Source: an optimization exercise on an open RTL-to-GDS flow (aim: small area). Production flows keep margins and buffers that such runs may drop. In this exercise RTL edits were held to simulation tests only and were not proved equivalent to the original. Power figures rest on the tool's default switching activity, not on a simulated workload.

==> inputs of willow <==
==> flow/design.v <==
module ChordMachine2 (
	input         CLOCK_50,
	input         reset,
	input  [3:0]  KEY,
	input  [9:0]  SW,
	input  [17:0] keyBus,
	output [31:0] mix_out,
	output [5:0]  LEDR
);
	localparam integer clock = 50000000;
	localparam [20:0] C3  = clock/131;
	localparam [20:0] Eb3 = clock/156;
	localparam [20:0] F3  = clock/175;
	localparam [20:0] G3  = clock/196;
	localparam [20:0] C5  = clock/523;
	localparam [20:0] Eb5 = clock/622;
	localparam [20:0] F5  = clock/698;
	localparam [20:0] Gb5 = clock/740;
	localparam [20:0] G5  = clock/784;
	localparam [20:0] Bb5 = clock/932;
	localparam [20:0] C6  = clock/1047;
	localparam [20:0] Eb6 = clock/1244;
	localparam [20:0] F6  = clock/1397;
	wire squareEn = SW[9];
	wire triEn    = SW[8];
	wire sawEn    = SW[7];
	wire phaseEn  = SW[6];
	wire loopEn   = SW[5];
	reg sawEn_d, sawPEn_d, triEn_d, triPEn_d;
	always @(posedge CLOCK_50) begin
		if (reset) begin
			sawEn_d <= 1'b0; sawPEn_d <= 1'b0; triEn_d <= 1'b0; triPEn_d <= 1'b0;
		end else begin
			sawEn_d <= sawEn; sawPEn_d <= sawEn & phaseEn;
			triEn_d <= triEn; triPEn_d <= triEn & phaseEn;
		end
	end
	wire sqPEn = squareEn & phaseEn;
	reg rst_d;
	always @(posedge CLOCK_50) rst_d <= reset;
	wire rstSaw = reset | rst_d;
	wire [3:0] finalOutBus;
	wire [31:0] v0, v1, v2, v3, v0k, v1k, v2k, v3k, v4k, v5k, v6k, v7k, v8k;
	noteVoice #(C3)  n0 (CLOCK_50, rstSaw, reset, finalOutBus[0], squareEn, sqPEn, sawEn_d, sawPEn_d, triEn_d, triPEn_d, v0);
	noteVoice #(Eb3) n1 (CLOCK_50, rstSaw, reset, finalOutBus[1], squareEn, sqPEn, sawEn_d, sawPEn_d, triEn_d, triPEn_d, v1);
	noteVoice #(F3)  n2 (CLOCK_50, rstSaw, reset, finalOutBus[2], squareEn, sqPEn, sawEn_d, sawPEn_d, triEn_d, triPEn_d, v2);
	noteVoice #(G3)  n3 (CLOCK_50, rstSaw, reset, finalOutBus[3], squareEn, sqPEn, sawEn_d, sawPEn_d, triEn_d, triPEn_d, v3);
	noteVoice #(C5)  k0 (CLOCK_50, rstSaw, reset, keyBus[0], squareEn, sqPEn, sawEn_d, sawPEn_d, triEn_d, triPEn_d, v0k);
	noteVoice #(Eb5) k1 (CLOCK_50, rstSaw, reset, keyBus[3], squareEn, sqPEn, sawEn_d, sawPEn_d, triEn_d, triPEn_d, v1k);
	noteVoice #(F5)  k2 (CLOCK_50, rstSaw, reset, keyBus[5], squareEn, sqPEn, sawEn_d, sawPEn_d, triEn_d, triPEn_d, v2k);
	noteVoice #(Gb5) k3 (CLOCK_50, rstSaw, reset, keyBus[6], squareEn, sqPEn, sawEn_d, sawPEn_d, triEn_d, triPEn_d, v3k);
	noteVoice #(G5)  k4 (CLOCK_50, rstSaw, reset, keyBus[7], squareEn, sqPEn, sawEn_d, sawPEn_d, triEn_d, triPEn_d, v4k);
	noteVoice #(Bb5) k5 (CLOCK_50, rstSaw, reset, keyBus[10], squareEn, sqPEn, sawEn_d, sawPEn_d, triEn_d, triPEn_d, v5k);
	noteVoice #(C6)  k6 (CLOCK_50, rstSaw, reset, keyBus[12], squareEn, sqPEn, sawEn_d, sawPEn_d, triEn_d, triPEn_d, v6k);
	noteVoice #(Eb6) k7 (CLOCK_50, rstSaw, reset, keyBus[15], squareEn, sqPEn, sawEn_d, sawPEn_d, triEn_d, triPEn_d, v7k);
	noteVoice #(F6)  k8 (CLOCK_50, rstSaw, reset, keyBus[17], squareEn, sqPEn, sawEn_d, sawPEn_d, triEn_d, triPEn_d, v8k);
	assign mix_out = v0+v1+v2+v3+v0k+v1k+v2k+v3k+v4k+v5k+v6k+v7k+v8k;
	wire [3:0] noteKeys = SW[3:0];
	wire writeEn = (noteKeys != 0) & !loopEn;
	wire [3:0] nkey = ~KEY;
	reg [3:0] qbus0, qbus1, qbus2, qbus3;        
	reg [3:0] Dstatic0, Dstatic1, Dstatic2, Dstatic3;  
	reg [3:0] loopbus0, loopbus1, loopbus2, loopbus3;  
	reg [3:0] LEDPos;
	reg       DstaticLED;
	reg [15:0] rateOut;
	reg [2:0] startOfBar;
	reg [3:0] ledShiftSel;
	wire start = (startOfBar == 3'd0);
	wire BPMShiftEn = (rateOut == 16'h0001);
	always @(posedge CLOCK_50) begin
		if (reset) begin
			qbus0 <= 0; qbus1 <= 0; qbus2 <= 0; qbus3 <= 0;
		end else begin
			if (nkey[0] & writeEn) qbus0 <= noteKeys;
			if (nkey[1] & writeEn) qbus1 <= noteKeys;
			if (nkey[2] & writeEn) qbus2 <= noteKeys;
			if (nkey[3] & writeEn) qbus3 <= noteKeys;
		end
	end
	always @(posedge CLOCK_50) begin
		if (reset) begin
			Dstatic0 <= 0; Dstatic1 <= 0; Dstatic2 <= 0; Dstatic3 <= 0;
			DstaticLED <= 1'b0;
		end else begin
			if (nkey[0] & loopEn) Dstatic0 <= noteKeys;
			if (nkey[1] & loopEn) Dstatic1 <= noteKeys;
			if (nkey[2] & loopEn) Dstatic2 <= noteKeys;
			if (nkey[3] & loopEn) Dstatic3 <= noteKeys;
			if (loopEn) DstaticLED <= 1'b1;
		end
	end
	always @(posedge CLOCK_50) begin
		if (reset | !loopEn) begin
			loopbus0 <= 0; loopbus1 <= 0; loopbus2 <= 0; loopbus3 <= 0; LEDPos <= 0;
		end else begin
			if (nkey[0]) begin if (start) loopbus0 <= Dstatic0; end
			else if (BPMShiftEn) loopbus0 <= {loopbus0[0], loopbus0[3:1]};
			else if (start) loopbus0 <= Dstatic0;
			if (nkey[1]) begin if (start) loopbus1 <= Dstatic1; end
			else if (BPMShiftEn) loopbus1 <= {loopbus1[0], loopbus1[3:1]};
			else if (start) loopbus1 <= Dstatic1;
			if (nkey[2]) begin if (start) loopbus2 <= Dstatic2; end
			else if (BPMShiftEn) loopbus2 <= {loopbus2[0], loopbus2[3:1]};
			else if (start) loopbus2 <= Dstatic2;
			if (nkey[3]) begin if (start) loopbus3 <= Dstatic3; end
			else if (BPMShiftEn) loopbus3 <= {loopbus3[0], loopbus3[3:1]};
			else if (start) loopbus3 <= Dstatic3;
			if (BPMShiftEn) LEDPos <= {LEDPos[0], LEDPos[3:1]};
			else if (start) LEDPos <= {DstaticLED, 3'b000};
		end
	end
	always @(posedge CLOCK_50) begin
		if (reset) begin
			rateOut <= 16'h0001;
			startOfBar <= 0;
		end else begin
			if (startOfBar == 3'd4) startOfBar <= 0;
			if (BPMShiftEn) begin
				rateOut <= 16'he856;
				startOfBar <= startOfBar + 3'd1;
			end else if (loopEn)
				rateOut <= {1'b0, rateOut[15:1]} ^ (rateOut[0] ? 16'hb400 : 16'h0000);
		end
	end
	always @(posedge CLOCK_50) begin
		if (reset) ledShiftSel <= 0;
		else if (loopEn) begin
			if (nkey[3]) ledShiftSel <= 4'b1000;
			else if (nkey[2]) ledShiftSel <= 4'b0100;
			else if (nkey[1]) ledShiftSel <= 4'b0010;
			else if (nkey[0]) ledShiftSel <= 4'b0001;
		end
	end
	wire [3:0] qbus0pt = (nkey[0] | loopbus0[3]) ? qbus0 : 4'd0;
	wire [3:0] qbus1pt = (nkey[1] | loopbus1[3]) ? qbus1 : 4'd0;
	wire [3:0] qbus2pt = (nkey[2] | loopbus2[3]) ? qbus2 : 4'd0;
	wire [3:0] qbus3pt = (nkey[3] | loopbus3[3]) ? qbus3 : 4'd0;
	assign finalOutBus = qbus0pt | qbus1pt | qbus2pt | qbus3pt;
	assign LEDR[5] = loopEn ? start : |keyBus;
	assign LEDR[4] = loopEn & BPMShiftEn;
	assign LEDR[3:0] = loopEn ? (LEDPos | (ledShiftSel[3] ? Dstatic3 : 4'd0) | (ledShiftSel[2] ? Dstatic2 : 4'd0)
	                                    | (ledShiftSel[1] ? Dstatic1 : 4'd0) | (ledShiftSel[0] ? Dstatic0 : 4'd0))
	                          : (writeEn ? noteKeys : finalOutBus);
endmodule
module noteVoice #(parameter [20:0] N = 1) (
	input clk, input rstSaw, input rstTri, input g,
	input sqEn, input sqPEn, input sawEn_d, input sawPEn_d, input triEn_d, input triPEn_d,
	output [31:0] v
);
	localparam [20:0] P = N + N/2;
	localparam [31:0] SQ_HI = 32'd20000000;
	localparam [31:0] SQ_LO = -32'd20000000;
	wire snd, sndP;
	wire [31:0] saw, sawP, triV, triVP;
	sawGen #(N) sa (clk, rstSaw, saw, snd);
	sawGen #(P) sp (clk, rstSaw, sawP, sndP);
	triGen #(N) ta (clk, rstTri, triV);
	triGen #(P) tp (clk, rstTri, triVP);
	wire sqHi = g & ((sqEn & snd) | (sqPEn & sndP));
	wire sqLo = g & ((sqEn & ~snd) | (sqPEn & ~sndP));
	wire eSaw = g & sawEn_d, eSawP = g & sawPEn_d, eTri = g & triEn_d, eTriP = g & triPEn_d;
	assign v = (sqHi ? SQ_HI : 32'd0) | (sqLo ? SQ_LO : 32'd0)
	         | (eSaw ? saw : 32'd0) | (eSawP ? sawP : 32'd0)
	         | (eTri ? triV : 32'd0) | (eTriP ? triVP : 32'd0);
endmodule
module sawGen #(parameter [20:0] N = 1) (input clk, input rst, output [31:0] val, output snd);
	function integer BITS(input integer x);
		integer i;
		begin
			BITS = 1;
			for (i = 1; i < 27; i = i + 1)
				if (x >= (1 << i)) BITS = i + 1;
		end
	endfunction
	localparam integer Q  = 20000000 / N;
	localparam integer TZ = (Q % 2 != 0) ? 0 : (Q % 4 != 0) ? 1 : (Q % 8 != 0) ? 2 : (Q % 16 != 0) ? 3 : 4;
	localparam integer QH = Q >> TZ;
	localparam integer NQH = N * QH;
	localparam integer W  = BITS(NQH);
	reg [W-1:0] R;
	reg sndd;
	wire [W-1:0] nq = NQH;
	wire [W-1:0] qh = QH;
	wire wrap = &(R | ~nq);  
	wire clr = rst | wrap;
	wire [W:0] c;
	wire [W-1:0] s;
	assign c[0] = 1'b0;
	genvar i;
	wire [W-1:0] Rk = R & {W{~clr}};
	wire [W:0] ck = c & {(W+1){~clr}};
	generate for (i = 0; i < W; i = i + 1) begin : add
		assign s[i] = Rk[i] ^ (qh[i] & ~clr) ^ ck[i];
		assign c[i+1] = qh[i] ? (R[i] | c[i]) : (R[i] & c[i]);
	end endgenerate
	always @(posedge clk) begin
		R <= s;
		sndd <= ~rst & (sndd ^ wrap);
	end
	assign snd = sndd ^ wrap;
	assign val = {{(31-W-TZ){1'b0}}, R, {(TZ+1){1'b0}}};
endmodule
module triGen #(parameter [20:0] N = 1) (input clk, input rst, output [31:0] val);
	function integer BITS(input integer x);
		integer i;
		begin
			BITS = 1;
			for (i = 1; i < 27; i = i + 1)
				if (x >= (1 << i)) BITS = i + 1;
		end
	endfunction
	localparam integer Q  = 20000000 / N;
	localparam integer TZ = (Q % 2 != 0) ? 0 : (Q % 4 != 0) ? 1 : (Q % 8 != 0) ? 2 : (Q % 16 != 0) ? 3 : 4;
	localparam integer QH = Q >> TZ;
	localparam integer NQH = N * QH;
	localparam integer W  = BITS((N + 1) * QH);
	localparam [31:0] SPIKE = 32'h1FFFFF * (2 * Q);
	wire [W-1:0] qh = QH;
	wire [W-1:0] pm = {~qh[W-1:1], 1'b0};
	wire [W-1:0] nq = NQH;
	reg [W-1:0] X;
	reg up, spk;
	wire [W-1:0] R = X ^ pm;
	wire isN = &(R | ~nq);   
	wire [W:0] co;           
	wire [W-1:0] ci, s;      
	genvar i;
	generate for (i = 0; i < W; i = i + 1) begin : add
		if (i == 0) begin : b0
			assign ci[i] = 1'b0;
			assign s[i] = ~X[0];
			assign co[i+1] = X[0];
		end else begin : bn
			assign ci[i] = co[i] ^ (pm[i] ^ pm[i-1]);
			assign s[i] = X[i] ^ up ^ ci[i];
			assign co[i+1] = (X[i] & up) | (X[i] & ci[i]) | (up & ci[i]);
		end
	end endgenerate
	wire zero = co[W] ^ ~pm[W-1];   
	wire dn = ~up;
	wire clr = rst | spk | (dn & zero);
	wire nup = up ? ~isN : zero;
	always @(posedge clk) begin
		X <= clr ? pm : s;
		up <= rst | nup;
		spk <= rst | (dn & zero);
	end
	assign val = {{(31-W-TZ){1'b0}}, R, {(TZ+1){1'b0}}} | (spk ? SPIKE : 32'd0);
endmodule
==> flow/flow/run.sh <==
#!/bin/bash
# Layout: the standard ORFS flow (standard.sh) with these changes:
#  - the ports are buffered with sky130_fd_sc_hd__buf_1 cells (repair_design
#    resizes them where needed) instead of the default port buffer;
#  - clock tree synthesis inserts no dummy loads.
# The full make output goes to standard.log; ORFS keeps each step's log
# under orfs/logs/.
set -euo pipefail
bash standard.sh \
  REMOVE_ABC_BUFFERS=1 \
  "BUFFER_PORTS_ARGS=-buffer_cell sky130_fd_sc_hd__buf_1" \
  "CTS_ARGS=-sink_clustering_enable -repair_clock_nets -sink_clustering_size 24 -sink_clustering_max_diameter 100 -buf_list {sky130_fd_sc_hd__clkbuf_16 sky130_fd_sc_hd__clkbuf_8} -dont_use_dummy_load" \
  finish > standard.log 2>&1
==> flow/standard.sh <==
#!/bin/bash
# synth_recipe.tcl (not shown) runs the flow's synth.tcl, then flattens the netlist and writes it again
# the make line also repeats each setting of config.mk as NAME=value (left out here)
make -C /OpenROAD-flow-scripts/flow DESIGN_CONFIG=/design/flow/config.mk WORK_HOME=/design/flow/orfs CLKGATE_MAP_FILE= SYNTH_SCRIPT=/design/flow/synth_recipe.tcl "${@:-finish}"
==> flow/config.mk <==
export PLATFORM = sky130hd
export DESIGN_NAME = ChordMachine2
export DESIGN_NICKNAME = ChordMachine2
export VERILOG_FILES = /design/flow/design.v
export SDC_FILE = /design/flow/constraint.sdc
export NUM_CORES = 4
export LEC_CHECK = 0
export CAP_MARGIN = 20
export CORE_MARGIN = 2
export CORE_UTILIZATION = 80
export CTS_BUF_LIST = sky130_fd_sc_hd__clkbuf_16 sky130_fd_sc_hd__clkbuf_8
export CTS_CLUSTER_DIAMETER = 100
export CTS_CLUSTER_SIZE = 24
export GPL_TIMING_DRIVEN = 0
export PLACE_DENSITY = 0.86
export SLEW_MARGIN = 20
==> flow/constraint.sdc <==
create_clock -name core_clock -period 20.0 [get_ports {CLOCK_50}]
set_input_delay 4.0000 -clock core_clock [delete_from_list [all_inputs] [get_ports {CLOCK_50}]]
set_output_delay 4.0000 -clock core_clock [all_outputs]
set_load 0.01 [all_outputs]
==> xenon: changes against willow <==
==> flow/design.v, changed modules only <==
module sawGen #(parameter [20:0] N = 1) (input clk, input rst, output [31:0] val, output snd);
	function integer BITS(input integer x);
		integer i;
		begin
			BITS = 1;
			for (i = 1; i < 27; i = i + 1)
				if (x >= (1 << i)) BITS = i + 1;
		end
	endfunction
	localparam integer Q  = 20000000 / N;
	localparam integer TZ = (Q % 2 != 0) ? 0 : (Q % 4 != 0) ? 1 : (Q % 8 != 0) ? 2 : (Q % 16 != 0) ? 3 : 4;
	localparam integer QH = Q >> TZ;
	localparam integer NQH = N * QH;
	localparam integer W  = BITS(NQH);
	reg [W-1:0] R;
	reg sndd;
	wire [W-1:0] nq = NQH;
	wire [W-1:0] qh = QH;
	wire wrap = &(R | ~nq);  
	wire clr = rst | wrap;
	wire [W:0] c;
	wire [W-1:0] s;
	assign c[0] = 1'b0;
	genvar i;
	generate for (i = 0; i < W; i = i + 1) begin : add
		assign s[i] = R[i] ^ qh[i] ^ c[i];
		assign c[i+1] = qh[i] ? (R[i] | c[i]) : (R[i] & c[i]);
	end endgenerate
	always @(posedge clk) begin
		R <= clr ? {W{1'b0}} : s;
		sndd <= ~rst & (sndd ^ wrap);
	end
	assign snd = sndd ^ wrap;
	assign val = {{(31-W-TZ){1'b0}}, R, {(TZ+1){1'b0}}};
endmodule
module triGen #(parameter [20:0] N = 1) (input clk, input rst, output [31:0] val);
	function integer BITS(input integer x);
		integer i;
		begin
			BITS = 1;
			for (i = 1; i < 27; i = i + 1)
				if (x >= (1 << i)) BITS = i + 1;
		end
	endfunction
	localparam integer Q  = 20000000 / N;
	localparam integer TZ = (Q % 2 != 0) ? 0 : (Q % 4 != 0) ? 1 : (Q % 8 != 0) ? 2 : (Q % 16 != 0) ? 3 : 4;
	localparam integer QH = Q >> TZ;
	localparam integer NQH = N * QH;
	localparam integer W  = BITS((N + 1) * QH);
	localparam [31:0] SPIKE = 32'h1FFFFF * (2 * Q);
	reg [W-1:0] R;
	reg up, dn, spk;    
	wire [W-1:0] nq = NQH;
	wire [W-1:0] qh = QH;
	wire isN = &(R | ~nq);   
	wire [W:0] c;
	wire [W-1:0] s;
	assign c[0] = 1'b0;
	genvar i;
	generate for (i = 0; i < W; i = i + 1) begin : add
		wire b;
		if (i == 0) begin : b0
			assign b = 1'b1;
		end else begin : bn
			assign b = qh[i] ? up : dn;
		end
		assign s[i] = R[i] ^ b ^ c[i];
		assign c[i+1] = (R[i] & b) | (R[i] & c[i]) | (b & c[i]);
	end endgenerate
	wire zero = ~c[W];       
	wire clr = rst | spk | (dn & zero);
	wire nup = up ? ~isN : zero;
	always @(posedge clk) begin
		R <= clr ? {W{1'b0}} : s;
		up <= rst | nup;
		dn <= ~rst & ~nup;
		spk <= rst | (dn & zero);
	end
	assign val = {{(31-W-TZ){1'b0}}, R, {(TZ+1){1'b0}}} | (spk ? SPIKE : 32'd0);
endmodule
==> flow/run.sh (new file) <==
#!/bin/bash
# synth_recipe.tcl (not shown) runs the flow's synth.tcl, then flattens the netlist and writes it again
# the make line also repeats each setting of config.mk as NAME=value (left out here)
make -C /OpenROAD-flow-scripts/flow DESIGN_CONFIG=/design/flow/config.mk WORK_HOME=/design/flow/orfs CLKGATE_MAP_FILE= SYNTH_SCRIPT=/design/flow/synth_recipe.tcl finish
CTS_CLUSTER_SIZE = 20   (was 24)
GPL_TIMING_DRIVEN = default   (was 0)
removed: flow/flow/run.sh
removed: flow/standard.sh
==> onyx: changes against willow <==
==> flow/flow/run.sh (replaced) <==
#!/bin/bash
# Layout: the standard ORFS flow (standard.sh) with these changes:
#  - the ports are buffered with sky130_fd_sc_hd__buf_1 cells (repair_design
#    resizes them where needed) instead of the default port buffer;
#  - clock tree synthesis inserts no dummy loads;
#  - after global route, gates on paths with positive slack are downsized.
# The full make output goes to standard.log; ORFS keeps each step's log
# under orfs/logs/.
set -euo pipefail
bash standard.sh \
  REMOVE_ABC_BUFFERS=1 \
  RECOVER_POWER=100 \
  "BUFFER_PORTS_ARGS=-buffer_cell sky130_fd_sc_hd__buf_1" \
  "CTS_ARGS=-sink_clustering_enable -repair_clock_nets -sink_clustering_size 24 -sink_clustering_max_diameter 100 -buf_list {sky130_fd_sc_hd__clkbuf_16 sky130_fd_sc_hd__clkbuf_8} -dont_use_dummy_load" \
  finish > standard.log 2>&1
CAP_MARGIN = 5   (was 20)
SLEW_MARGIN = 5   (was 20)
==> notes <==
xenon completed with no timing, DRC or antenna violations. willow produced a clean layout. onyx produced a layout that fails on max-capacitance violations, max-slew violations. Non-clock buffer count, highest first: xenon, willow, onyx. Of willow and xenon, xenon has the higher combinational power (gap 7.7%, measured against xenon). Routed wire length: willow is higher than onyx (about 0.27%). Of xenon and willow, xenon has the higher die area (gap about 0.9%, measured against willow). Final cell count, lowest first: xenon, onyx, willow. The lowest register-to-register slack belongs to onyx, the highest to xenon. Between xenon and willow, the lower first-iteration DRC count is in xenon (gap 9.5%, measured against willow). Of willow and onyx, willow has the higher global-route usage (gap 0.11 points). Against onyx, the synthesized area of xenon is higher by about 0.9%. Critical path depth is the same in xenon and willow.

[separate check: timing with driven ports]
No port has a modelled driver above. Below, the same layouts with a new extraction and two added sets of constraints. Step 1 sets driving cells, clkbuf_16 on the clock port and buf_2 on the other inputs (assumed; they add their load-dependent delay and slew). Step 2 times the ports against the registers' clock, not the clock port: input delays grow and output delays shrink by t, the midpoint of the rising clock arrivals with the driver on. Three values: ideal ports, drivers, drivers and shift; two values: the first two.
run | t (ns) | slack for setup (ns) | latest minus earliest clock arrival (ns)
willow | 0.769 | 3.290 / 3.265 / 3.265 | 0.046 / 0.046
xenon | 0.782 | 2.859 / 2.829 / 2.829 | 0.027 / 0.027
onyx | 0.755 | 2.551 / 2.528 / 2.528 | 0.034 / 0.034
For xenon, which loses most, drivers alone change the setup slack by -0.030 ns; drivers and shift together by -0.030 ns.
